This is an optimization exercise on Yosys and OpenROAD, whose aim is small area, a short achievable clock period and few clock cycles per item, not a production implementation. Where RTL was checked, it was by simulation tests only, not by an equivalence proof against the original. The RTL of run 4 was laid out without a check of its function.

===== flow/config.mk =====
export PLATFORM = sky130hd
export DESIGN_NAME = ascon_core
export DESIGN_NICKNAME = ascon_core
export VERILOG_FILES = /design/flow/design.v
export SDC_FILE = /design/flow/constraint.sdc
export NUM_CORES = 8
export LEC_CHECK = 0
export CAP_MARGIN = 25
export CORE_MARGIN = 2
export CORE_UTILIZATION = 55
export SLEW_MARGIN = 25

===== flow/constraint.sdc =====
create_clock -name core_clock -period 13.0 [get_ports {clk}]
set_input_delay 2.6000 -clock core_clock [delete_from_list [all_inputs] [get_ports {clk}]]
set_output_delay 2.6000 -clock core_clock [all_outputs]
set_load 0.01 [all_outputs]

===== flow/design.v =====
`timescale  1ns/1ps
module ascon_round (
	input  wire [7:0]   rc,
	input  wire [319:0] s_i,
	output wire [319:0] s_o
);
	wire [63:0] x0 = s_i[319:256];
	wire [63:0] x1 = s_i[255:192];
	wire [63:0] x2 = s_i[191:128] ^ {56'h0, rc};
	wire [63:0] x3 = s_i[127:64];
	wire [63:0] x4 = s_i[63:0];
	wire [63:0] a0 = x0 ^ x4;
	wire [63:0] a4 = x4 ^ x3;
	wire [63:0] a2 = x2 ^ x1;
	wire [63:0] t0 = a0 ^ (~x1 & a2);
	wire [63:0] t1 = x1 ^ (~a2 & x3);
	wire [63:0] t2 = a2 ^ (~x3 & a4);
	wire [63:0] t3 = x3 ^ (~a4 & a0);
	wire [63:0] t4 = a4 ^ (~a0 & x1);
	wire [63:0] y0 = t0 ^ t4;
	wire [63:0] y1 = t1 ^ t0;
	wire [63:0] y2 = ~t2;
	wire [63:0] y3 = t3 ^ t2;
	wire [63:0] y4 = t4;
	assign s_o[319:256] = y0 ^ {y0[18:0], y0[63:19]} ^ {y0[27:0], y0[63:28]};
	assign s_o[255:192] = y1 ^ {y1[60:0], y1[63:61]} ^ {y1[38:0], y1[63:39]};
	assign s_o[191:128] = y2 ^ {y2[0],    y2[63:1]}  ^ {y2[5:0],  y2[63:6]};
	assign s_o[127:64]  = y3 ^ {y3[9:0],  y3[63:10]} ^ {y3[16:0], y3[63:17]};
	assign s_o[63:0]    = y4 ^ {y4[6:0],  y4[63:7]}  ^ {y4[40:0], y4[63:41]};
endmodule
module ascon_rounds #(parameter NR = 4) (
	input  wire [3:0]   rs,
	input  wire [319:0] s_i,
	output wire [319:0] s_m,
	output wire [319:0] s_o
);
	wire [319:0] s [0:NR];
	assign s[0] = s_i;
	genvar j;
	generate
		for (j = 0; j < NR; j = j + 1) begin : g_round
			wire [3:0] idx = rs + j;
			ascon_round u_round (.rc({~idx, idx}), .s_i(s[j]), .s_o(s[j+1]));
		end
	endgenerate
	assign s_m = s[NR-1];
	assign s_o = s[NR];
endmodule
`timescale  1ns/1ps
module ascon_core (
	input wire clk,
	input wire rst_n,
	input wire [127:0] key,
	input wire [127:0] nonce,
	input wire [1:0] sel_type,
	input wire mode_sel_encrypt_decrypt,
	input wire [31:0] data_length,
	input wire [31:0] data_position,
	input wire [127:0] data_in,
	output wire [127:0] data_out,
	input wire process_en_init,
	input wire process_en_AD_AM,
	input wire process_en_encrypt_decrypt,
	input wire process_en_hash,
	input wire process_en_final,
	output wire [127:0] tag,
	output wire done,
	output wire err
);
localparam NR  = 2;               
localparam P12 = 12 / NR;         
localparam P8  = 8 / NR;          
localparam PH  = 3;               
localparam [63:0] IV_AEAD = 64'h00001000808c0001;
localparam [319:0] PRE_HASH = 320'h15fb923a68d7d3de_462065172816566f_34bd868de5fd2580_ada58450f66cd2b8_89afbd5136ee8453;
localparam [319:0] PRE_XOF  = 320'hf32572a345da5dfb_1de85723ee1a83ab_3b49b45b6808518c_274ce98048048859_85dda81f5c981e59;
localparam [319:0] PRE_CXOF = 320'ha5ccdb9a7cc3b277_10b25004f333df43_068625b167d8adb2_5de3c2aa2110bcee_befb38bcb5856749;
wire en_i = process_en_init;
wire en_a = process_en_AD_AM;
wire en_c = process_en_encrypt_decrypt;
wire en_h = process_en_hash;
wire en_f = process_en_final;
ascon_err u_err (
	.data_length(data_length), .data_position(data_position),
	.en({en_i, en_a, en_c, en_h, en_f}), .err(err)
);
reg  [2:0]   pend;    
reg  [3:0]   rs;      
reg          fin;     
reg          kx;      
reg          ds;      
reg          aead;    
reg  [319:0] S;
reg  [127:0] dout;
reg          err_r;   
assign done = fin & ~err_r;
wire [31:0] lmp = data_length - data_position;
reg  [3:0]  n_r;      
reg         fl_r;     
reg         len0_r;   
reg         dec_r;    
always @(posedge clk) begin
	n_r    <= aead ? lmp[3:0] : {1'b0, lmp[2:0]};
	fl_r   <= aead ? |lmp[31:4] : |lmp[31:3];
	len0_r <= ~|data_length;
	dec_r  <= mode_sel_encrypt_decrypt;
end
wire pass   = en_a | en_c | en_h | en_f | (en_i & fin);
wire p_le1  = (pend <= 3'd1);
wire comp   = (pend == 3'd1);         
wire adz    = aead & ~|data_length;   
wire ab_ad  = en_a & ~fin & p_le1 & ~(aead & len0_r);   
wire ab_c   = en_c & ~fin & p_le1;                       
wire ab_x   = ab_ad | ab_c;
wire last_c = ab_c & ~fl_r;           
wire [319:0] R, Rm;
ascon_rounds #(.NR(NR)) u_rounds (.rs(rs), .s_i(S), .s_m(Rm), .s_o(R));
wire kx_ap = comp & (kx | en_f);
wire ds_ap = comp & ds;
wire [63:0] r2 = R[191:128] ^ ({64{last_c}} & key[127:64]);
wire [63:0] r3 = R[127:64]  ^ ({64{kx_ap}} & key[127:64]) ^ ({64{last_c}} & key[63:0]);
wire [63:0] r4 = R[63:0]    ^ ({64{kx_ap}} & key[63:0]) ^ {ds_ap, 63'b0};
wire dec = en_c & dec_r;
wire [127:0] rate = R[319:192];
reg  [127:0] rate_n, out_n;
integer b;
always @(*) begin
	for (b = 0; b < 16; b = b + 1) begin : g_byte
		reg in_b, pd_b;
		reg [7:0] r_b, d_b;
		if (b < 8) begin
			r_b = rate[64 + 8*b +: 8];
			d_b = data_in[64 + 8*b +: 8];
			in_b = fl_r | (b < n_r);
			pd_b = ~fl_r & (b == n_r);
		end else begin
			r_b = rate[8*(b-8) +: 8];
			d_b = data_in[8*(b-8) +: 8];
			in_b = aead & (fl_r | (b < n_r));
			pd_b = aead & ~fl_r & (b == n_r);
		end
		if (b < 8) begin
			out_n[64 + 8*b +: 8] = in_b ? (r_b ^ d_b) : 8'h00;
			if (!ab_x)                rate_n[64 + 8*b +: 8] = r_b;
			else if (dec & in_b)      rate_n[64 + 8*b +: 8] = d_b;
			else                      rate_n[64 + 8*b +: 8] = r_b ^ (in_b ? d_b : 8'h00) ^ {7'b0, pd_b};
		end else begin
			out_n[8*(b-8) +: 8] = in_b ? (r_b ^ d_b) : 8'h00;
			if (!ab_x)                rate_n[8*(b-8) +: 8] = r_b;
			else if (dec & in_b)      rate_n[8*(b-8) +: 8] = d_b;
			else                      rate_n[8*(b-8) +: 8] = r_b ^ (in_b ? d_b : 8'h00) ^ {7'b0, pd_b};
		end
	end
end
wire sel_aead = (sel_type == 2'b00);
wire [319:0] load = sel_aead ? {IV_AEAD, key, nonce} :
                    (sel_type == 2'b01) ? PRE_HASH :
                    (sel_type == 2'b10) ? PRE_XOF : PRE_CXOF;
wire ld = en_i & ~fin;
wire hold = ~ld & ~pass;
wire [319:0] S_n = ({320{ld}} & load) | ({320{pass}} & {rate_n, r2, r3, r4}) | ({320{hold}} & S);
always @(posedge clk) begin
	err_r <= err;
	S    <= S_n;
	dout <= en_h ? {R[319:256], 64'h0} : out_n;
end
assign data_out = dout;
assign tag = {S[63:0], S[127:64]};
always @(posedge clk or negedge rst_n) begin
	if (~rst_n) begin
		pend <= 3'd0;
		rs   <= 4'd0;
		fin  <= 1'b0;
		kx   <= 1'b0;
		ds   <= 1'b0;
		aead <= 1'b0;
	end else begin
		if (en_i & ~fin) begin
			pend <= sel_aead ? P12[2:0] : PH[2:0];
			rs   <= sel_aead ? 4'd0 : 4'd12 - PH[3:0] * NR[3:0];
			kx   <= sel_aead;
			ds   <= 1'b0;
			aead <= sel_aead;
		end else if (pass) begin
			pend <= pend - 3'd1;
			rs   <= rs + NR[3:0];
			if (comp) begin
				kx <= 1'b0;
				ds <= 1'b0;
			end
			if (ab_x) begin
				if (aead & (en_a | fl_r)) begin
					pend <= P8[2:0];
					rs   <= 4'd12 - P8[3:0] * NR[3:0];
				end else begin
					pend <= P12[2:0];
					rs   <= 4'd0;
				end
				ds <= en_a & aead & ~fl_r;
			end
			if (en_a & ~fin & adz)
				ds <= 1'b1;
			if (en_h & ~fin & comp)
				rs <= 4'd0;   
			if (en_h & fin)
				pend <= P12[2:0] - 3'd1;
		end
		fin <= ~fin & (en_i | (en_a & adz) | ((en_a | en_c | en_h | en_f) & comp));
	end
end
endmodule
module ascon_err (
	input  wire [31:0] data_length,
	input  wire [31:0] data_position,
	input  wire [4:0]  en,
	output wire        err
);
	wire multi = (en[4] & (|en[3:0])) | (en[3] & (|en[2:0])) | (en[2] & (|en[1:0])) | (en[1] & en[0]);
	reg len_lt;
	always @(*) begin : cmp
		reg [31:0] lt, gt;
		integer w, i;
		lt = ~data_length & data_position;
		gt = data_length & ~data_position;
		for (w = 1; w < 32; w = w * 2)
			for (i = 0; i < 32; i = i + 2 * w) begin
				lt[i] = lt[i + w] | (~gt[i + w] & lt[i]);
				gt[i] = gt[i + w] | (~lt[i + w] & gt[i]);
			end
		len_lt = lt[0];
	end
	assign err = len_lt | multi;
endmodule

===== flow/flow/run.sh =====
#!/bin/bash
# The standard layout with these changes:
# - module ascon_err (the logic of the err output, a path from the inputs to
#   an output) is mapped on its own by a delay-driven ABC script (premap.py)
#   and kept as a separate module until the final flatten;
# - no adder cells are extracted before ABC maps the logic (ADDER_MAP_FILE
#   empty), which maps the rounds' XOR and AND gates together;
# - timing repair aims at a shorter period than the clock's;
# - the port buffers are buf_1 cells.
set -euo pipefail
YOSYS="$FLOW_HOME/../tools/install/yosys/bin/yosys"
[[ -x "$YOSYS" ]] || YOSYS=yosys
LIB="$FLOW_HOME/platforms/sky130hd/lib/sky130_fd_sc_hd__tt_025C_1v80.lib"
python3 flow/premap.py "$PWD/design.v" "$YOSYS" "$LIB" "$PWD/design_premap.v" > premap.log 2>&1
bash standard.sh VERILOG_FILES="$PWD/design_premap.v" SYNTH_KEEP_MODULES=ascon_err ADDER_MAP_FILE= SETUP_SLACK_MARGIN=7.0 REMOVE_ABC_BUFFERS=1 \
	'BUFFER_PORTS_ARGS=-buffer_cell sky130_fd_sc_hd__buf_1' finish > standard_flow.log 2>&1

===== flow/flow/dont_use.txt =====
sky130_fd_sc_hd__lpflow_bleeder_1
sky130_fd_sc_hd__lpflow_clkbufkapwr_1
sky130_fd_sc_hd__lpflow_clkbufkapwr_16
sky130_fd_sc_hd__lpflow_clkbufkapwr_2
sky130_fd_sc_hd__lpflow_clkbufkapwr_4
sky130_fd_sc_hd__lpflow_clkbufkapwr_8
sky130_fd_sc_hd__lpflow_clkinvkapwr_1
sky130_fd_sc_hd__lpflow_clkinvkapwr_16
sky130_fd_sc_hd__lpflow_clkinvkapwr_2
sky130_fd_sc_hd__lpflow_clkinvkapwr_4
sky130_fd_sc_hd__lpflow_clkinvkapwr_8
sky130_fd_sc_hd__lpflow_decapkapwr_12
sky130_fd_sc_hd__lpflow_decapkapwr_3
sky130_fd_sc_hd__lpflow_decapkapwr_4
sky130_fd_sc_hd__lpflow_decapkapwr_6
sky130_fd_sc_hd__lpflow_decapkapwr_8
sky130_fd_sc_hd__lpflow_inputiso0n_1
sky130_fd_sc_hd__lpflow_inputiso0p_1
sky130_fd_sc_hd__lpflow_inputiso1n_1
sky130_fd_sc_hd__lpflow_inputiso1p_1
sky130_fd_sc_hd__lpflow_inputisolatch_1
sky130_fd_sc_hd__lpflow_isobufsrc_1
sky130_fd_sc_hd__lpflow_isobufsrc_16
sky130_fd_sc_hd__lpflow_isobufsrc_2
sky130_fd_sc_hd__lpflow_isobufsrc_4
sky130_fd_sc_hd__lpflow_isobufsrc_8
sky130_fd_sc_hd__lpflow_isobufsrckapwr_16
sky130_fd_sc_hd__lpflow_lsbuf_lh_hl_isowell_tap_1
sky130_fd_sc_hd__lpflow_lsbuf_lh_hl_isowell_tap_2
sky130_fd_sc_hd__lpflow_lsbuf_lh_hl_isowell_tap_4
sky130_fd_sc_hd__lpflow_lsbuf_lh_isowell_4
sky130_fd_sc_hd__lpflow_lsbuf_lh_isowell_tap_1
sky130_fd_sc_hd__lpflow_lsbuf_lh_isowell_tap_2
sky130_fd_sc_hd__lpflow_lsbuf_lh_isowell_tap_4
sky130_fd_sc_hd__probe_p_8
sky130_fd_sc_hd__probec_p_8

===== flow/flow/premap.py =====
#!/usr/bin/env python3
"""Maps module ascon_err (the err output's logic, a path from the inputs to an
output) on its own with a delay-driven ABC script, and writes design_premap.v:
design.v with that module replaced by its gate-level netlist.
usage: premap.py DESIGN_V YOSYS LIBERTY OUT_V   (writes err_*.v/ys/log in the cwd)"""
import re, subprocess, sys

design, yosys, lib, out = sys.argv[1:5]
src = open(design).read()
m = re.search(r"^module ascon_err\b.*?^endmodule\b", src, re.S | re.M)
assert m, "module ascon_err not found"
open("err_rtl.v", "w").write(src[:0] + m.group(0) + "\n")

dont_use = open(sys.argv[0].rsplit("/", 1)[0] + "/dont_use.txt").read().split()
abc_script = "strash; dch; map -D 300; topo; buffer -p; upsize -D 300; dnsize -D 300"
open("err_map.abc", "w").write(abc_script + "\n")
ys = f"""read_verilog err_rtl.v
synth -top ascon_err -flatten -nofsm -noshare
opt -purge
abc -script err_map.abc -liberty {lib} {' '.join('-dont_use ' + c for c in dont_use)}
opt_clean -purge
stat -liberty {lib}
write_verilog -noattr -noexpr err_map.v
"""
open("err_map.ys", "w").write(ys)
with open("err_map.log", "w") as log:
    subprocess.run([yosys, "-s", "err_map.ys"], stdout=log, stderr=subprocess.STDOUT, check=True)
net = open("err_map.v").read()
n = re.search(r"^module ascon_err\b.*?^endmodule\b", net, re.S | re.M)
assert n, "mapped module not found"
open(out, "w").write(src[:m.start()] + n.group(0) + src[m.end():])

===== flow/standard.sh =====
#!/bin/bash
# synth_recipe.tcl (not shown) runs the flow's synth.tcl, then flattens the netlist and writes it again
# the make line also repeats each setting of config.mk as NAME=value (left out here)
make -C /OpenROAD-flow-scripts/flow DESIGN_CONFIG=/design/flow/config.mk WORK_HOME=/design/flow/orfs CLKGATE_MAP_FILE= SYNTH_SCRIPT=/design/flow/synth_recipe.tcl "${@:-finish}"

==> reports/results.md, run 1 <==
| Parameter | Reported |
| --- | --- |
| Worst setup slack before clock tree synthesis | 6232 ps |
| Area of the mapped netlist | 56970 µm² |
| Clock Root Buffer | sky130_fd_sc_hd__clkbuf_16 |
| Met2 Resource Use GR | 83.18% |
| Count of buffers from port buffering | 715 |
| Post-route core utilization | 62.22% |
| Pin count of the biggest net entering global routing | 181 |
| FF+latch count, synth | 466 |
| Combinational family with the most area after synthesis | XOR/XNOR gates |
| Final TNS setup | 0 ps |
| Area fraction in compound gates after synthesis | 12.87% |
| Worst hold path type | reg -> reg |
| Final wirelength | 336900 µm |
| CTS tree | yes |
| Core box area | 103100 µm² |
| RSZ-0062 raised after global routing | yes |
| Yosys synthesis warning count | 2 |
| Worst stage delay on the critical path | 230 ps |
| Biggest area consumer among synthesized cells | sky130_fd_sc_hd__xnor2_1 |
| Number of routed nets with antenna violations | 0 |
| Number of instances in the synthesized netlist | 7157 |
| Final cycle utilization of the critical path | 49.31% |
| Startpoint Class | input port |
| Total number of placement rows | 118 |
| Count of clock tree sinks | 466 |
| Area share of xor/xnor cells in the synthesized design | 44.22% |
| Transition at the pin with the smallest max-transition slack | 1301 ps |
| Horizontal die dimension | 325.8 µm |
| Fraction of final layout cells with drive strength greater than 1 | 9.851% |
| Top fanout value on the critical path | 5 |
| Element type at the critical path end | output port |
| TritonCTS Buffers | 54 |
| Syn-to-layout area delta | 12.56% |
| Run status | complete, no violations |
| Number of global-route vias before repair | 55280 |
| Hold Vio Cnt, Final | 0 |
| Slew Viols, Final | 0 |
| Commonest cells in the synthesized netlist | 1644 x sky130_fd_sc_hd__xnor2_1, 811 x sky130_fd_sc_hd__nand2_1, 715 x sky130_fd_sc_hd__xor2_1, 521 x sky130_fd_sc_hd__nor2_1, 477 x sky130_fd_sc_hd__o21ai_0 |
| Die Ht | 325.8 µm |
| Wirelength per Cell | 36.88 µm |
| Total number of vias | 61700 |
| Worst path cell trace | buf_4 > nand2_4 > o21ai_0 > a31oi_1 > o21ai_2 > a21oi_2 > o21ai_1 > buf_2 |
| Clock latency on the worst-skew pair | 720 ps |
| Kind of critical path | in -> out |
| DPL Wire Length | 276100 µm |
| Wire length of the first global-routing pass | 444200 µm |
| Number of antenna violations at the first check in global routing | 29 |
| Peak clock frequency supported by timing | 156.0 MHz |
| Count of buffer and inverter cells on the critical path | 2 |
| Highest-utilization routing layer at the global route stage | met2 |
| EDFF count, synth | 0 |
| Starting Density | 55.28% |
| GP Congestion | 1.226 |
| Global-route track usage on met3 | 26.78% |
| Main synth FF type | sky130_fd_sc_hd__dfxtp_1 |
| Cell types occupying the most area after synthesis | sky130_fd_sc_hd__xnor2_1 25%, sky130_fd_sc_hd__dfxtp_1 16%, sky130_fd_sc_hd__xor2_1 11%, sky130_fd_sc_hd__nand2_1 5.3%, sky130_fd_sc_hd__mux2i_1 4.6% |
| Net count of the finished layout | 8143 |
| Clock Skews | 50.48 ps |
| Average via count per standard cell | 6.754 |
| Slowest cell on crit path | sky130_fd_sc_hd__a31oi_1 |
| Min Clock Period, post-route | 6410 ps |
| Filler instances | 8868 |
| Share of synthesized cell area in and, or, nand and nor gates | 15.95% |
| First-pass iteration count of the detailed router | 10 |
| CTS hold repair buffers | 0 |
| Total DRC errors in the routed layout | 0 |
| Final setup vio count | 0 |
| Data arrival time of the critical path | 3810 ps |
| Proportion of register bits with asynchronous set or reset after synthesis | 2.146% |
| Number of max-cap violations | 0 |
| Clock Tree Buf Depth | 3 |
| Tightest slew margin relative to the limit | 12.84% |
| Unique cell type count in the Yosys netlist | 102 |
| First DRT Iteration DRCs | 11010 |
| Final Worst Setup Slack | 6590 ps |
| Average cell area after synthesis | 7.960 µm² |
| Die Outline Area | 106200 µm² |
| Portion of synthesized cell area occupied by the leading cell type | 25.28% |
| Clock input transition at the sequential cells of the worst setup and hold paths | 60 ps |
| Sequential share of the synthesized area | 16.46% |
| M1 GR Usage | 70.09% |
| H-tree Lvls | 2 |
| Number of top-level pins | 716 |
| Most frequent cell after synthesis | sky130_fd_sc_hd__xnor2_1 |
| Multiplexer share of the synthesized area | 4.929% |
| GRT Total Usage | 60.48% |
| Arithmetic-cell share of the synthesized area counting full adders, half adders and majority gates | 0.3887% |
| Crit path max-delay family | compound AO/OA/AOI/OAI gates |
| GRT overflow | 0 |
| Required time at the endpoint of the critical path | 10400 ps |
[registers in the layout (all words and copies together) (netlist names)]
| signal | flops |
|---|---|
| S | 320 |
| aead | 1 |
| dec_r | 1 |
| dout | 128 |
| ds | 1 |
| err_r | 1 |
| fin | 1 |
| fl_r | 1 |
| kx | 1 |
| len0_r | 1 |
| n_r | 4 |
| pend | 3 |
| rs | 3 |
[final timing paths]
kind / startpoint / end / slack (ps) / cells after the start
max in group asynchronous: rst_n / ds / 10650 / 1
min in group asynchronous: rst_n / pend[2] / 1920 / 1
setup reg to reg: S[274] / S[210] / 7190 / 12
hold / removal: ds / ds / 530 / 2
setup / recovery: data_position[5] / err / 6590 / 8
hold reg to reg: ds / ds / 530 / 2
[final cells by class]
type | instances | area, µm² | share of cell area [%]
clock inverters | 29 | 396.6 | 0.6185
multi-input cells | 6079 | 45740 | 71.34
well taps | 1380 | 1727 | 2.693
flip-flops and latches | 466 | 9379 | 14.63
diodes | 30 | 75.07 | 0.1171
inverters | 117 | 500.5 | 0.7805
repair buffers | 967 | 4843 | 7.553
clock buffers | 67 | 1460 | 2.277
[kinds of logic after synthesis]
logic type,after synthesis
XOR/XNOR,2585
AND/OR/NAND/NOR,2013
AO/OA/AOI/OAI,1183
buffers and inverters,612
flip-flops,466
multiplexers,276
adder cells (fa/ha/maj),22
[cells in the final DEF (no fill, tap or decap), drive strengths merged, types with 65 or more instances in the layout]
cell type	netlist	routed
a21oi	178	178
and3	70	70
buf	221	957
clkbuf	274	77
dfxtp	456	456
inv	115	119
mux2i	263	263
nand2	812	812
nand2b	65	65
nor2	527	527
nor2b	190	190
nor3	154	154
o211ai	241	241
o21ai	512	512
xnor2	1740	1740
xnor3	84	84
xor2	724	724
[stage by stage]
| stage | hold WS, ps | cells | cell area, µm² |
|---|---|---|---|
| 4_1_cts | 527.0 | 9101 | 63720 |
| 5_1_grt | 544.3 | 9108 | 64060 |
| 6_report | 531.6 | 9135 | 64130 |
| 3_5_place_dp | 513.6 | 9004 | 61530 |
| 2_1_floorplan | 476.5 | 6662 | 54510 |
| 3_3_place_gp | 502.2 | 9001 | 61180 |
[metal layers]
layer	vias to the layer above	routed length [µm]
met2	6308	128000
met3	2015	55270
met5	-	328
li1	24640	-
met1	28720	112700
met4	16	40540
[worst min-delay path, delay by kind of cell (launching register included)]
family	cells	cell delay [ps]
DFF	1	350
AOI/OAI and AO/OA	2	140
[repair_timing]
item | 4_1_cts | 5_1_grt
hold endpoints to repair | 0 | 0
pin swaps | 28 | 38
setup endpoints to repair | 1 | 1
gates resized for setup | 130 | 72
setup buffers | 1 | 2
[Yosys stat by module, one instance, submodules excluded]
module | flip-flops and latches | copies in the design | cells inside | area, µm²
ascon_core | 466 | 1 | 6995 | 56070
ascon_err | 0 | 1 | 162 | 897.1
Testbench counts, summed over its fixed seeds: cycles 10,549, bytes 24,606.
==> inputs of run 2 (changes only) <==
--- a/flow/flow/run.sh
+++ b/flow/flow/run.sh
@@ -12,5 +12,5 @@
 [[ -x "$YOSYS" ]] || YOSYS=yosys
 LIB="$FLOW_HOME/platforms/sky130hd/lib/sky130_fd_sc_hd__tt_025C_1v80.lib"
 python3 flow/premap.py "$PWD/design.v" "$YOSYS" "$LIB" "$PWD/design_premap.v" > premap.log 2>&1
-bash standard.sh VERILOG_FILES="$PWD/design_premap.v" SYNTH_KEEP_MODULES=ascon_err ADDER_MAP_FILE= SETUP_SLACK_MARGIN=7.0 REMOVE_ABC_BUFFERS=1 \
+bash standard.sh VERILOG_FILES="$PWD/design_premap.v" SYNTH_KEEP_MODULES=ascon_err ADDER_MAP_FILE= SETUP_SLACK_MARGIN=7.0 \
 	'BUFFER_PORTS_ARGS=-buffer_cell sky130_fd_sc_hd__buf_1' finish > standard_flow.log 2>&1
--- a/flow/flow/premap.py
+++ b/flow/flow/premap.py
@@ -12,7 +12,7 @@
 open("err_rtl.v", "w").write(src[:0] + m.group(0) + "\n")
 
 dont_use = open(sys.argv[0].rsplit("/", 1)[0] + "/dont_use.txt").read().split()
-abc_script = "strash; dch; map -D 300; topo; buffer -p; upsize -D 300; dnsize -D 300"
+abc_script = "strash; dch; balance; map -D 100; topo; buffer -p; upsize -D 100; dnsize -D 100"
 open("err_map.abc", "w").write(abc_script + "\n")
 ys = f"""read_verilog err_rtl.v
 synth -top ascon_err -flatten -nofsm -noshare
==> reports/results.md, run 2 <==
| Parameter | Reported |
| --- | --- |
| Run status | complete, no violations |
| Yosys synthesis warning count | 2 |
| Proportion of register bits with asynchronous set or reset after synthesis | 2.146% |
| Launching point of the worst reg2reg path | S[208] |
| DP Cell Count | 8961 |
| Area of the mapped netlist | 56890 µm² |
| Biggest area consumer among synthesized cells | sky130_fd_sc_hd__xnor2_1 |
| Number of antenna violations at the first check in global routing | 33 |
| Unique cell type count in the Yosys netlist | 98 |
| Final TNS setup | 0 ps |
| Min Clock Period, post-route | 6367 ps |
| Total DRC errors in the routed layout | 0 |
| Wire length of the first global-routing pass | 450500 µm |
| Data arrival time of the critical path | 3770 ps |
| Startpoint Class | input port |
| Number of instances in the synthesized netlist | 7144 |
| Most common cell after layout, fill and taps aside | sky130_fd_sc_hd__xnor2_1 |
| Total number of vias | 61190 |
| Endpoint of the worst-slack reg-to-reg timing path | S[211] |
| Die Outline Area | 106000 µm² |
| Clock Skews | 53.08 ps |
| First DRT Iteration DRCs | 11020 |
| Clock input transition at the sequential cells of the worst setup and hold paths | 70 ps |
| Clock latency on the worst-skew pair | 720 ps |
| GRT overflow | 0 |
| Starting Density | 55.68% |
| Final cycle utilization of the critical path | 48.98% |
| Syn-to-layout area delta | 12.28% |
| Peak clock frequency supported by timing | 157.1 MHz |
| Count of buffers from port buffering | 715 |
| Number of top-level pins | 716 |
| Final instance area | 63880 µm² |
| Sequential share of the synthesized area | 16.49% |
| Final cell count without fillers | 9104 |
| Fraction of final layout cells with drive strength greater than 1 | 9.558% |
| Required time at the endpoint of the critical path | 10400 ps |
| Top reg by flops | S |
| Origin of the worst min-delay path | ds |
| CTS tree | yes |
| Worst path cell trace | buf_2 > inv_1 > o22ai_1 > a31oi_1 > o21ai_2 > a21oi_2 > o21ai_1 > buf_2 |
| Total number of cells along the worst setup path | 8 |
| EDFF count, synth | 0 |
| Slew Viols, Final | 0 |
| Final wirelength | 341500 µm |
| Worst hold path type | reg -> reg |
| Number of flip-flops in the largest register | 320 |
| Slowest cell on crit path | sky130_fd_sc_hd__o21ai_2 |
| Instance area at placement | 61210 µm² |
| Average cell area after synthesis | 7.963 µm² |
| Element type at the critical path end | output port |
| Horizontal die dimension | 325.6 µm |
| GRT Total Usage | 61.52% |
| Filler instances | 9115 |
| Crit path max-delay family | compound AO/OA/AOI/OAI gates |
| Wirelength per Cell | 37.52 µm |
| Min-Delay Path Depth | 2 |
| Core box area | 102200 µm² |
| RSZ-0062 raised after global routing | yes |
| Top fanout value on the critical path | 4 |
| Number of global-route vias before repair | 54810 |
| Total number of placement rows | 117 |
| FF+latch count, synth | 466 |
| Cell types occupying the most area after synthesis | sky130_fd_sc_hd__xnor2_1 25%, sky130_fd_sc_hd__dfxtp_1 16%, sky130_fd_sc_hd__xor2_1 11%, sky130_fd_sc_hd__nand2_1 5.3%, sky130_fd_sc_hd__mux2i_1 4.6% |
| Clock Root Buffer | sky130_fd_sc_hd__clkbuf_16 |
| Main synth FF type | sky130_fd_sc_hd__dfxtp_1 |
| Most frequent cell after synthesis | sky130_fd_sc_hd__xnor2_1 |
| Transition at the pin with the smallest max-transition slack | 1340 ps |
| Net count of the finished layout | 8115 |
| H-tree Lvls | 2 |
| Kind of critical path | in -> out |
| CTS hold repair buffers | 0 |
| Post-route core utilization | 62.52% |
| Number of routed nets with antenna violations | 0 |
| Most used cells in the layout excluding fill and tap cells | 1556 x sky130_fd_sc_hd__xnor2_1, 787 x sky130_fd_sc_hd__nand2_1, 696 x sky130_fd_sc_hd__xor2_1, 658 x sky130_fd_sc_hd__buf_1, 517 x sky130_fd_sc_hd__nor2_1 |
| Count of clock tree sinks | 466 |
| Portion of synthesized cell area occupied by the leading cell type | 25.31% |
| Top cell by count, worst path | sky130_fd_sc_hd__buf_2 |
| Die Ht | 325.6 µm |
| Endpoint of the worst hold path | ds |
| Hold Vio Cnt, Final | 0 |
| Average via count per standard cell | 6.721 |
| Number of max-cap violations | 0 |
| First-pass iteration count of the detailed router | 10 |
| Commonest cells in the synthesized netlist | 1644 x sky130_fd_sc_hd__xnor2_1, 796 x sky130_fd_sc_hd__nand2_1, 715 x sky130_fd_sc_hd__xor2_1, 523 x sky130_fd_sc_hd__nor2_1, 476 x sky130_fd_sc_hd__o21ai_0 |
| Worst stage delay on the critical path | 210 ps |
| Worst-case register-to-register setup slack | 7150 ps |
| DPL Wire Length | 279400 µm |
| Tightest slew margin relative to the limit | 10.64% |
| Count of buffer and inverter cells on the critical path | 3 |
| Clock Tree Buf Depth | 3 |
| GP Congestion | 1.263 |
| TritonCTS Buffers | 54 |
| Biggest regs | S: 320 flops, dout: 128 flops, n_r: 4 flops |
| Final setup vio count | 0 |
| Number of cells on the worst reg-to-reg path | 12 |
| Pin count of the biggest net entering global routing | 175 |
==> run 2: cell types whose count changed after synthesis, sizes merged, moves of 3 or more <==
cell   previous run  this run
inv             115       111
a41oi             4         1
nand2           812       798
o22ai            12        15
a21oi           178       184
==> run 2: layer usage <==
| metal | vias to the layer above | part of all wire [%] | track usage, % |
|---|---|---|---|
| li1 | 24580 | - | - |
| met2 | 6062 | 37 | 83.23 |
| met4 | 26 | 12 | 57.69 |
| met5 | - | 0.37 | 6.167 |
| met3 | 2028 | 18 | 35.17 |
| met1 | 28500 | 32 | 66.31 |
==> run 2: how the worst max path moves through the flow <==
stage | startpoint | endpoint | slack, ps
global placement | data_length[31] | err | 6270
global route | data_length[22] | err | 6580
CTS | process_en_hash | err | 6690
detailed placement | data_length[31] | err | 6290
floorplan | data_length[31] | err | 7010
finish | data_position[1] | err | 6630
==> run 2: Yosys stat by module, one instance, submodules excluded <==
module,flops+latches,cells inside,area [µm²]
ascon_err,0,149,819.5
ascon_core,466,6995,56070
==> run 2: logic make-up after synthesis <==
kind of cell	synth area share [%]
buffers and inverters	5.144
AND/OR/NAND/NOR	15.84
XOR/XNOR	44.28
adder cells (fa/ha/maj)	0.3893
AO/OA/AOI/OAI	12.92
flip-flops	16.49
multiplexers	4.935
==> run 2: final cells by class <==
type                    count  area [µm²]  area share (%)
clock inverters            28       360.3          0.5641
flip-flops and latches    466        9379           14.68
multi-input cells        6070       45690           71.52
well taps                1368        1712           2.680
clock buffers              71        1505           2.356
diodes                     36       90.09          0.1410
repair buffers            952        4679           7.326
inverters                 113       467.9          0.7326
==> run 2: worst reg2reg max path, delay by kind of cell (launching register included) <==
kind | cells | cell delay, ps
compound gates | 2 | 1050
xor+xnor | 5 | 3160
flops | 1 | 820
mux | 2 | 250
simple gates | 3 | 440
==> run 2: through the flow <==
stage	setup WS (ps)	hold slack, ps
2_1_floorplan	7013	476.5
3_3_place_gp	6272	503.3
3_5_place_dp	6292	519.7
4_1_cts	6686	533.5
5_1_grt	6585	576.9
6_report	6633	550.5
==> run 2: what timing repair did <==
item,4_1_cts,5_1_grt
cloned,2,0
endpoints found under the setup margin,1,1
buffers inserted,3,0
gates resized for setup,98,19
pin swaps,22,15
==> inputs of run 3 (changes only) <==
--- a/flow/flow/run.sh
+++ b/flow/flow/run.sh
@@ -6,11 +6,12 @@
 # - no adder cells are extracted before ABC maps the logic (ADDER_MAP_FILE
 #   empty), which maps the rounds' XOR and AND gates together;
 # - timing repair aims at a shorter period than the clock's;
-# - the port buffers are buf_1 cells.
+# - the port buffers are buf_1 cells;
+# - the pins of the err output's cone are kept together (io.tcl).
 set -euo pipefail
 YOSYS="$FLOW_HOME/../tools/install/yosys/bin/yosys"
 [[ -x "$YOSYS" ]] || YOSYS=yosys
 LIB="$FLOW_HOME/platforms/sky130hd/lib/sky130_fd_sc_hd__tt_025C_1v80.lib"
 python3 flow/premap.py "$PWD/design.v" "$YOSYS" "$LIB" "$PWD/design_premap.v" > premap.log 2>&1
-bash standard.sh VERILOG_FILES="$PWD/design_premap.v" SYNTH_KEEP_MODULES=ascon_err ADDER_MAP_FILE= SETUP_SLACK_MARGIN=7.0 \
+bash standard.sh VERILOG_FILES="$PWD/design_premap.v" SYNTH_KEEP_MODULES=ascon_err ADDER_MAP_FILE= SETUP_SLACK_MARGIN=7.0 IO_CONSTRAINTS="$PWD/flow/io.tcl" \
 	'BUFFER_PORTS_ARGS=-buffer_cell sky130_fd_sc_hd__buf_1' finish > standard_flow.log 2>&1
==> flow/flow/io.tcl (new file) <==
# Keeps the pins of the err output's cone together on the bottom edge:
# data_length and data_position bit by bit, with err in the middle.
set pins {}
for {set i 0} {$i < 16} {incr i} { lappend pins "data_length\[$i\]" "data_position\[$i\]" }
lappend pins err
for {set i 16} {$i < 32} {incr i} { lappend pins "data_length\[$i\]" "data_position\[$i\]" }
set_io_pin_constraint -group -order -pin_names $pins -region bottom:*
--- a/flow/flow/premap.py
+++ b/flow/flow/premap.py
@@ -12,7 +12,7 @@
 open("err_rtl.v", "w").write(src[:0] + m.group(0) + "\n")
 
 dont_use = open(sys.argv[0].rsplit("/", 1)[0] + "/dont_use.txt").read().split()
-abc_script = "strash; dch; balance; map -D 100; topo; buffer -p; upsize -D 100; dnsize -D 100"
+abc_script = "strash; dch; map -D 300; topo; buffer -p; upsize -D 300; dnsize -D 300"
 open("err_map.abc", "w").write(abc_script + "\n")
 ys = f"""read_verilog err_rtl.v
 synth -top ascon_err -flatten -nofsm -noshare
==> flow/config.mk (replaced) <==
export PLATFORM = sky130hd
export DESIGN_NAME = ascon_core
export DESIGN_NICKNAME = ascon_core
export VERILOG_FILES = /design/flow/design.v
export SDC_FILE = /design/flow/constraint.sdc
export NUM_CORES = 8
export LEC_CHECK = 0
export CAP_MARGIN = 30
export CORE_MARGIN = 2
export CORE_UTILIZATION = 50
export SLEW_MARGIN = 30
==> reports/results.md, run 3 <==
| Parameter | Reported |
| --- | --- |
| Min Clock Period, post-route | 6443 ps |
| Most common cell after layout, fill and taps aside | sky130_fd_sc_hd__xnor2_1 |
| Element type at the critical path end | output port |
| Clock input transition at the sequential cells of the worst setup and hold paths | 60 ps |
| Worst setup slack before clock tree synthesis | 6178 ps |
| Proportion of register bits with asynchronous set or reset after synthesis | 2.146% |
| Fraction of final layout cells with drive strength greater than 1 | 10.24% |
| Clock Tree Buf Depth | 3 |
| Pin count of the biggest net entering global routing | 149 |
| FF+latch count, synth | 466 |
| Number of antenna violations at the first check in global routing | 47 |
| Horizontal die dimension | 341.5 µm |
| Peak clock frequency supported by timing | 155.2 MHz |
| Most frequent cell after synthesis | sky130_fd_sc_hd__xnor2_1 |
| Required time at the endpoint of the critical path | 10400 ps |
| Transition at the pin with the smallest max-transition slack | 1338 ps |
| Average via count per standard cell | 6.641 |
| Hold Vio Cnt, Final | 0 |
| CTS hold repair buffers | 0 |
| Number of flip-flops in the largest register | 320 |
| Number of max-cap violations | 0 |
| Die Ht | 341.5 µm |
| Sequential share of the synthesized area | 16.46% |
| Total number of vias | 61670 |
| Clock Skews | 89.30 ps |
| Total DRC errors in the routed layout | 0 |
| Tightest slew margin relative to the limit | 10.53% |
| DPL Wire Length | 298200 µm |
| Number of top-level pins | 716 |
| Final cycle utilization of the critical path | 49.56% |
| Total number of placement rows | 123 |
| Average cell area after synthesis | 7.960 µm² |
| Min-Delay Path Depth | 2 |
| Final setup vio count | 0 |
| Clock Root Buffer | sky130_fd_sc_hd__clkbuf_16 |
| Wirelength per Cell | 38.96 µm |
| Syn-to-layout area delta | 14.08% |
| Combinational family with the most area after synthesis | XOR/XNOR gates |
| Biggest regs | S: 320 flops, dout: 128 flops, n_r: 4 flops |
| Startpoint Class | input port |
| Instance area at placement | 62120 µm² |
| Count of clock tree sinks | 466 |
| H-tree Lvls | 2 |
| CTS tree | yes |
| Slew Viols, Final | 0 |
| Net count of the finished layout | 8155 |
| Area of the mapped netlist | 56970 µm² |
| Count of buffers from port buffering | 715 |
| Worst hold path type | reg -> reg |
| Final instance area | 64990 µm² |
| TritonCTS Buffers | 56 |
| Area fraction in compound gates after synthesis | 12.87% |
| RSZ-0062 raised after global routing | yes |
| Number of cells on the worst reg-to-reg path | 13 |
| Clock latency on the worst-skew pair | 760 ps |
| Area share of xor/xnor cells in the synthesized design | 44.22% |
| Main synth FF type | sky130_fd_sc_hd__dfxtp_1 |
| First-pass iteration count of the detailed router | 7 |
| Kind of critical path | in -> out |
| EDFF count, synth | 0 |
| Share of synthesized cell area in and, or, nand and nor gates | 15.95% |
| Data arrival time of the critical path | 3840 ps |
| Cell types occupying the most area after synthesis | sky130_fd_sc_hd__xnor2_1 25%, sky130_fd_sc_hd__dfxtp_1 16%, sky130_fd_sc_hd__xor2_1 11%, sky130_fd_sc_hd__nand2_1 5.3%, sky130_fd_sc_hd__mux2i_1 4.6% |
| Final TNS setup | 0 ps |
| Multiplexer share of the synthesized area | 4.929% |
| Yosys synthesis warning count | 2 |
| Commonest cells in the synthesized netlist | 1644 x sky130_fd_sc_hd__xnor2_1, 811 x sky130_fd_sc_hd__nand2_1, 715 x sky130_fd_sc_hd__xor2_1, 521 x sky130_fd_sc_hd__nor2_1, 477 x sky130_fd_sc_hd__o21ai_0 |
| Run status | complete, no violations |
| Number of instances in the synthesized netlist | 7157 |
| GP Congestion | 1.233 |
| Final wirelength | 361800 µm |
| Core box area | 112800 µm² |
| Post-Route Hold Slack | 530.2 ps |
| Portion of synthesized cell area occupied by the leading cell type | 25.28% |
| Most used cells in the layout excluding fill and tap cells | 1521 x sky130_fd_sc_hd__xnor2_1, 807 x sky130_fd_sc_hd__nand2_1, 694 x sky130_fd_sc_hd__xor2_1, 664 x sky130_fd_sc_hd__buf_1, 515 x sky130_fd_sc_hd__nor2_1 |
| Biggest area consumer among synthesized cells | sky130_fd_sc_hd__xnor2_1 |
| Top reg by flops | S |
| Number of global-route vias before repair | 54580 |
| First DRT Iteration DRCs | 10870 |
| Starting Density | 50.50% |
| GRT overflow | 0 |
| Final Worst Setup Slack | 6557 ps |
| Number of routed nets with antenna violations | 0 |
| GRT Total Usage | 59.42% |
| Arithmetic-cell share of the synthesized area counting full adders, half adders and majority gates | 0.3887% |
| Wire length of the first global-routing pass | 469400 µm |
| Die Outline Area | 116700 µm² |
| Unique cell type count in the Yosys netlist | 102 |
| Filler instances | 10240 |
| Top fanout value on the critical path | 5 |
==> run 3: cell families (layout without fill, tap and decap cells) <==
group | Yosys count | after routing
xor+xnor | 2585 | 2585
simple gates | 2013 | 2013
compound gates | 1183 | 1183
buf+inv | 612 | 1199
flops | 466 | 466
mux | 276 | 276
fa+ha+maj | 22 | 22
other cells | 0 | 42
==> run 3: through the flow <==
step | cells | utilization (%)
after floorplan | 7157 | -
after global placement | 9129 | 54.50
after detailed placement | 9131 | 55.07
after CTS | 9240 | 57.18
after global routing | 9261 | 57.56
final | 9286 | 57.61
==> run 3: timing repair <==
action                     in CTS  in global routing
resized for setup              99                 14
gates cloned                    2                  0
setup endpoints to repair       1                  1
buffers inserted                2                  1
pin swaps                      10                  3
==> run 3: worst max-delay path, cell delays in order <==
cell and delay [ps]:
sky130_fd_sc_hd__buf_2 160, sky130_fd_sc_hd__inv_1 60, sky130_fd_sc_hd__nand2_1 70, sky130_fd_sc_hd__o21ai_1 90
sky130_fd_sc_hd__a41oi_2 280, sky130_fd_sc_hd__o2111ai_2 160, sky130_fd_sc_hd__a21oi_2 180, sky130_fd_sc_hd__o21ai_2 90
sky130_fd_sc_hd__buf_2 140
==> run 3: layout make-up <==
class                      instances  area (µm²)  share of cell area, %
timing repair buffer             977        4882                  7.512
multi-input combinational       6079       46200                  71.09
clock buffer                      75        1573                  2.420
tap                             1500        1877                  2.888
inverter                         117       488.0                 0.7509
clock inverter                    30       481.7                 0.7412
sequential                       466        9379                  14.43
antenna                           42       105.1                 0.1617
==> run 3: final timing paths <==
kind | endpoint | from | slack, ps
setup / recovery | err | data_length[25] | 6560
hold / removal | ds | ds | 530
setup reg to reg | S[209] | S[280] | 7120
hold reg to reg | ds | ds | 530
max in group asynchronous | pend[0] | rst_n | 10720
min in group asynchronous | fin | rst_n | 1870
==> run 3: modules after synthesis, one instance, submodules excluded <==
| module | times used | area, µm² | cells |
|---|---|---|---|
| ascon_err | 1 | 897.1 | 162 |
| ascon_core | 1 | 56070 | 6995 |
==> run 3: metal layers <==
layer | up-vias | global-route usage, % | share of wire (%)
met5 | - | 1.266 | 0.21
met4 | 28 | 53.74 | 12
met3 | 1840 | 31.77 | 17
met2 | 5970 | 78.88 | 37
met1 | 29150 | 67.75 | 33
li1 | 24680 | - | -
==> inputs of run 4 (changes only) <==
--- a/flow/design.v
+++ b/flow/design.v
@@ -70,11 +70,11 @@
 localparam NR  = 2;               
 localparam P12 = 12 / NR;         
 localparam P8  = 8 / NR;          
-localparam PH  = 3;               
+localparam PH  = 2;               
 localparam [63:0] IV_AEAD = 64'h00001000808c0001;
-localparam [319:0] PRE_HASH = 320'h15fb923a68d7d3de_462065172816566f_34bd868de5fd2580_ada58450f66cd2b8_89afbd5136ee8453;
-localparam [319:0] PRE_XOF  = 320'hf32572a345da5dfb_1de85723ee1a83ab_3b49b45b6808518c_274ce98048048859_85dda81f5c981e59;
-localparam [319:0] PRE_CXOF = 320'ha5ccdb9a7cc3b277_10b25004f333df43_068625b167d8adb2_5de3c2aa2110bcee_befb38bcb5856749;
+localparam [319:0] PRE_HASH = 320'h4740f245bc0c76ff_d578071adf1fb690_45ba4d506337ff24_8c4a8e07fbd955bb_d525610bfcfde575;
+localparam [319:0] PRE_XOF  = 320'h0519bbffa8745179_c8a682bea352b71e_55a2131bc1115dac_d74a922e079c137a_1a3c0e8ba19b67b6;
+localparam [319:0] PRE_CXOF = 320'h309b08246a320292_cf3993a8bbf5775b_52d6b4b4f664c208_0c64590081e89fe0_b073f5f7464b1ad6;
 wire en_i = process_en_init;
 wire en_a = process_en_AD_AM;
 wire en_c = process_en_encrypt_decrypt;
@@ -95,24 +95,18 @@
 reg          err_r;   
 assign done = fin & ~err_r;
 wire [31:0] lmp = data_length - data_position;
-reg  [3:0]  n_r;      
-reg         fl_r;     
-reg         len0_r;   
-reg         dec_r;    
-always @(posedge clk) begin
-	n_r    <= aead ? lmp[3:0] : {1'b0, lmp[2:0]};
-	fl_r   <= aead ? |lmp[31:4] : |lmp[31:3];
-	len0_r <= ~|data_length;
-	dec_r  <= mode_sel_encrypt_decrypt;
-end
+wire [3:0]  nby  = aead ? lmp[3:0] : {1'b0, lmp[2:0]};   
+wire        full = aead ? |lmp[31:4] : |lmp[31:3];       
+wire        len0 = ~|data_length;                       
+wire        dec_in = mode_sel_encrypt_decrypt;            
 wire pass   = en_a | en_c | en_h | en_f | (en_i & fin);
 wire p_le1  = (pend <= 3'd1);
 wire comp   = (pend == 3'd1);         
 wire adz    = aead & ~|data_length;   
-wire ab_ad  = en_a & ~fin & p_le1 & ~(aead & len0_r);   
+wire ab_ad  = en_a & ~fin & p_le1 & ~(aead & len0);   
 wire ab_c   = en_c & ~fin & p_le1;                       
 wire ab_x   = ab_ad | ab_c;
-wire last_c = ab_c & ~fl_r;           
+wire last_c = ab_c & ~full;           
 wire [319:0] R, Rm;
 ascon_rounds #(.NR(NR)) u_rounds (.rs(rs), .s_i(S), .s_m(Rm), .s_o(R));
 wire kx_ap = comp & (kx | en_f);
@@ -120,7 +114,7 @@
 wire [63:0] r2 = R[191:128] ^ ({64{last_c}} & key[127:64]);
 wire [63:0] r3 = R[127:64]  ^ ({64{kx_ap}} & key[127:64]) ^ ({64{last_c}} & key[63:0]);
 wire [63:0] r4 = R[63:0]    ^ ({64{kx_ap}} & key[63:0]) ^ {ds_ap, 63'b0};
-wire dec = en_c & dec_r;
+wire dec = en_c & dec_in;
 wire [127:0] rate = R[319:192];
 reg  [127:0] rate_n, out_n;
 integer b;
@@ -131,13 +125,13 @@
 		if (b < 8) begin
 			r_b = rate[64 + 8*b +: 8];
 			d_b = data_in[64 + 8*b +: 8];
-			in_b = fl_r | (b < n_r);
-			pd_b = ~fl_r & (b == n_r);
+			in_b = full | (b < nby);
+			pd_b = ~full & (b == nby);
 		end else begin
 			r_b = rate[8*(b-8) +: 8];
 			d_b = data_in[8*(b-8) +: 8];
-			in_b = aead & (fl_r | (b < n_r));
-			pd_b = aead & ~fl_r & (b == n_r);
+			in_b = aead & (full | (b < nby));
+			pd_b = aead & ~full & (b == nby);
 		end
 		if (b < 8) begin
 			out_n[64 + 8*b +: 8] = in_b ? (r_b ^ d_b) : 8'h00;
@@ -189,14 +183,14 @@
 				ds <= 1'b0;
 			end
 			if (ab_x) begin
-				if (aead & (en_a | fl_r)) begin
+				if (aead & (en_a | full)) begin
 					pend <= P8[2:0];
 					rs   <= 4'd12 - P8[3:0] * NR[3:0];
 				end else begin
 					pend <= P12[2:0];
 					rs   <= 4'd0;
 				end
-				ds <= en_a & aead & ~fl_r;
+				ds <= en_a & aead & ~full;
 			end
 			if (en_a & ~fin & adz)
 				ds <= 1'b1;
==> flow/flow/run.sh (replaced) <==
#!/bin/bash
# The standard layout with these changes:
# - module ascon_err (the logic of the err output, a path from the inputs to
#   an output) is mapped on its own by a delay-driven ABC script (premap.py)
#   and kept as a separate module until the final flatten;
# - no adder cells are extracted before ABC maps the logic (ADDER_MAP_FILE
#   empty), which maps the rounds' XOR and AND gates together;
# - timing repair aims at a shorter period than the clock's;
# - the port buffers are buf_1 cells.
set -euo pipefail
YOSYS="$FLOW_HOME/../tools/install/yosys/bin/yosys"
[[ -x "$YOSYS" ]] || YOSYS=yosys
LIB="$FLOW_HOME/platforms/sky130hd/lib/sky130_fd_sc_hd__tt_025C_1v80.lib"
python3 flow/premap.py "$PWD/design.v" "$YOSYS" "$LIB" "$PWD/design_premap.v" > premap.log 2>&1
bash standard.sh VERILOG_FILES="$PWD/design_premap.v" SYNTH_KEEP_MODULES=ascon_err ADDER_MAP_FILE= SETUP_SLACK_MARGIN=7.0 \
	'BUFFER_PORTS_ARGS=-buffer_cell sky130_fd_sc_hd__buf_1' finish > standard_flow.log 2>&1
==> flow/config.mk (replaced) <==
export PLATFORM = sky130hd
export DESIGN_NAME = ascon_core
export DESIGN_NICKNAME = ascon_core
export VERILOG_FILES = /design/flow/design.v
export SDC_FILE = /design/flow/constraint.sdc
export NUM_CORES = 8
export LEC_CHECK = 0
export CAP_MARGIN = 25
export CORE_MARGIN = 2
export CORE_UTILIZATION = 55
export SLEW_MARGIN = 25
removed: flow/flow/io.tcl
==> reports/results.md, run 4 <==
| Parameter | Reported |
| --- | --- |
| Most frequent cell after synthesis | sky130_fd_sc_hd__xnor2_1 |
| Combinational family with the most area after synthesis | XOR/XNOR gates |
| Area fraction in compound gates after synthesis | 15.62% |
| Proportion of register bits with asynchronous set or reset after synthesis | 2.179% |
| Number of global-route vias before repair | 57560 |
| Origin of the worst min-delay path | ds |
| Final Worst Setup Slack | 6022 ps |
| Total DRC errors in the routed layout | 0 |
| Fraction of final layout cells with drive strength greater than 1 | 10.04% |
| Transition at the pin with the smallest max-transition slack | 1381 ps |
| EDFF count, synth | 0 |
| Commonest cells in the synthesized netlist | 1956 x sky130_fd_sc_hd__xnor2_1, 813 x sky130_fd_sc_hd__nand2_1, 739 x sky130_fd_sc_hd__xor2_1, 542 x sky130_fd_sc_hd__o21ai_0, 505 x sky130_fd_sc_hd__nor2_1 |
| Run status | complete, no violations |
| Core box area | 101700 µm² |
| Number of max-cap violations | 0 |
| Starting Density | 55.39% |
| Endpoint of the worst-slack reg-to-reg timing path | S[233] |
| Average via count per standard cell | 7.036 |
| Element type at the critical path end | flip-flop |
| First DRT Iteration DRCs | 14650 |
| Area share of xor/xnor cells in the synthesized design | 42.18% |
| Slew Viols, Final | 0 |
| Count of buffer and inverter cells on the critical path | 3 |
| Hold Vio Cnt, Final | 0 |
| Most used cells in the layout excluding fill and tap cells | 1847 x sky130_fd_sc_hd__xnor2_1, 798 x sky130_fd_sc_hd__nand2_1, 723 x sky130_fd_sc_hd__xor2_1, 650 x sky130_fd_sc_hd__buf_1, 507 x sky130_fd_sc_hd__o21ai_0 |
| Slowest cell on crit path | sky130_fd_sc_hd__a21oi_1 |
| Clock input transition at the sequential cells of the worst setup and hold paths | 70 ps |
| Tightest slew margin relative to the limit | 7.248% |
| Total number of placement rows | 117 |
| Average cell area after synthesis | 7.522 µm² |
| Worst stage delay on the critical path | 1010 ps |
| Die Outline Area | 105000 µm² |
| Instance area at placement | 61240 µm² |
| Clock Tree Buf Depth | 3 |
| Main synth FF type | sky130_fd_sc_hd__dfxtp_1 |
| Portion of synthesized cell area occupied by the leading cell type | 30.40% |
| CTS tree | yes |
| Number of routed nets with antenna violations | 0 |
| Startpoint Class | input port |
| Count of clock tree sinks | 459 |
| Filler instances | 8549 |
| Min-Delay Path Depth | 1 |
| Final cycle utilization of the critical path | 53.67% |
| Min Clock Period, post-route | 6978 ps |
| Biggest regs | S: 320 flops, dout: 128 flops |
| Worst path cell trace | buf_2 > nor2b_1 > maj3_2 > maj3_1 > o21ai_1 > o21ai_0 > a211o_1 > nor4b_2 > nand4_1 > or4_4 > or2_4 > buf_12 > o21ai_4 > buf_12 > mux2i_1 > a21oi_1 > o211ai_1 |
| Final wirelength | 361000 µm |
| Worst hold path type | reg -> reg |
| Kind of critical path | in -> reg |
| Number of top-level pins | 716 |
| GP Congestion | 1.272 |
| FF+latch count, synth | 459 |
| Unique cell type count in the Yosys netlist | 104 |
| Cell types occupying the most area after synthesis | sky130_fd_sc_hd__xnor2_1 30%, sky130_fd_sc_hd__dfxtp_1 16%, sky130_fd_sc_hd__xor2_1 11%, sky130_fd_sc_hd__nand2_1 5.4%, sky130_fd_sc_hd__o21ai_0 4.8% |
| Worst-case register-to-register setup slack | 6230 ps |
| TritonCTS Buffers | 54 |
| Yosys synthesis warning count | 2 |
| Data arrival time of the critical path | 7570 ps |
| DPL Wire Length | 282800 µm |
| Top fanout value on the critical path | 15 |
| Number of antenna violations at the first check in global routing | 37 |
| Wire length of the first global-routing pass | 466300 µm |
| Arithmetic-cell share of the synthesized area counting full adders, half adders and majority gates | 0.3841% |
| Clock Skews | 83.20 ps |
| Final instance area | 65290 µm² |
| Biggest area consumer among synthesized cells | sky130_fd_sc_hd__xnor2_1 |
| Count of buffers from port buffering | 715 |
| Required time at the endpoint of the critical path | 13590 ps |
| Most common cell after layout, fill and taps aside | sky130_fd_sc_hd__xnor2_1 |
| Peak clock frequency supported by timing | 143.3 MHz |
| GRT overflow | 0 |
| Share of synthesized cell area in and, or, nand and nor gates | 17.32% |
| First-pass iteration count of the detailed router | 47 |
| Top reg by flops | S |
| Multiplexer share of the synthesized area | 3.011% |
| Syn-to-layout area delta | 15.86% |
| Crit path max-delay family | compound AO/OA/AOI/OAI gates |
| Number of flip-flops in the largest register | 320 |
| GRT Total Usage | 64.74% |
| Clock latency on the worst-skew pair | 760 ps |
| Area of the mapped netlist | 56350 µm² |
| Pin count of the biggest net entering global routing | 141 |
| Total number of vias | 67130 |
| Final setup vio count | 0 |
| Die Ht | 324.1 µm |
| RSZ-0062 raised after global routing | yes |
| Net count of the finished layout | 8552 |
| Clock Root Buffer | sky130_fd_sc_hd__clkbuf_16 |
| Final TNS setup | 0 ps |
| Horizontal die dimension | 324.1 µm |
| Launching point of the worst reg2reg path | rs[1] |
| Top cell by count, worst path | sky130_fd_sc_hd__buf_12 |
| Number of instances in the synthesized netlist | 7492 |
| Endpoint of the worst hold path | ds |
| Number of cells on the worst reg-to-reg path | 12 |
| Worst setup slack before clock tree synthesis | 4476 ps |
| Post-route core utilization | 64.17% |
| Wirelength per Cell | 37.84 µm |
| Sequential share of the synthesized area | 16.40% |
| H-tree Lvls | 2 |
[run 4: cell count changes in the layout (fill, tap and decap cells not counted), sizes merged, moves of 51 or more]
cell    before   now
xnor3       84     3
a21oi      178   271
o311ai       2    58
nand3       52   103
o211ai     241   150
mux2i      263   165
and3        70   129
o21ai      512   586
xnor2     1740  1960
[run 4: cells by family (layout without fill, tap and decap cells)]
kind of cell / after synthesis / count (layout)
buffers and inverters: 607 / 1253
other: 0 / 34
adders and majority gates: 21 / 21
DFF: 459 / 459
AOI/OAI and AO/OA: 1416 / 1416
and+or+nand+nor: 2117 / 2118
xor gates and xnor gates: 2703 / 2703
muxes: 169 / 169
[run 4: worst max path at each step]
stage / from / endpoint / depth (start not counted)
2_1_floorplan: data_position[10] / S[216] / 14
3_3_place_gp: data_length[16] / S[158] / 17
3_5_place_dp: data_length[16] / S[134] / 17
4_1_cts: process_en_hash / err / 9
5_1_grt: data_length[16] / S[233] / 17
6_report: data_length[16] / S[233] / 17
[run 4: worst register-to-register path: cells and delay by family, from the launching register on]
| family | cells | cell delay, ps |
|---|---|---|
| flip-flops | 1 | 860 |
| XOR/XNOR | 8 | 4260 |
| multiplexers | 1 | 190 |
| AND/OR/NAND/NOR | 1 | 150 |
| AO/OA/AOI/OAI | 2 | 1170 |
[run 4: timing repair]
action | 4_1_cts | 5_1_grt
pin swaps | 13 | 35
endpoints found under the setup margin | 374 | 373
hold buffers | 0 | 0
gates cloned | 4 | 2
buffers inserted | 17 | 27
gates resized for setup | 135 | 131
[run 4: metal layers]
metal,global-route usage [%],part of all wire [%]
met5,7.546,0.22
met2,83.38,36
met1,70.92,32
met4,63.28,13
met3,38.77,19
[run 4: Yosys stat by module, one instance, submodules excluded]
module | cell area, µm² | cells inside
ascon_core | 55450 | 7330
ascon_err | 897.1 | 162
[run 4: layout make-up]
cell class / count / area, µm² / share of cell area (%)
inverters: 121 / 510.5 / 0.7819
diodes: 34 / 85.08 / 0.1303
flip-flops and latches: 459 / 9239 / 14.15
multi-input cells: 6427 / 46290 / 70.90
clock buffers: 72 / 1499 / 2.296
well taps: 1368 / 1712 / 2.622
clock inverters: 29 / 400.4 / 0.6133
repair buffers: 1031 / 5552 / 8.503
[run 4: through the flow]
step           hold slack, ps  instances
6_report                493.8       9541
5_1_grt                 523.9       9522
3_3_place_gp            465.2       9347
3_5_place_dp            478.4       9350
4_1_cts                 493.9       9472
2_1_floorplan           449.2       7492

==> separate check: timing with driven ports <==
In the flow no input, the clock included, has a driving cell. The finished layouts below were timed again as built, in two steps.
Step 1: set_driving_cell puts a clkbuf_16 on clk and a buf_2 on each other input, an assumption about the parent block.
Step 2 also shifts input and output timing later by t, the mid clock arrival at the registers, as if the neighbouring blocks saw the same clock.
Three values: no drivers, after step 1, after step 2; two values: the first two.
run | t (ns) | slack for setup (ns) | pins driven straight from the clock port
run 1 | 0.783 | 6.590 / 6.568 / 6.568 | 1
run 2 | 0.782 | 6.633 / 6.612 / 6.612 | 1
run 3 | 0.801 | 6.557 / 6.528 / 6.528 | 1
run 4 | 0.800 | 6.022 / 6.091 / 5.290 | 1
After both steps every run listed still meets setup and hold. For run 4, which loses most, drivers alone change the setup slack by +0.069 ns; drivers and shift together by -0.732 ns.
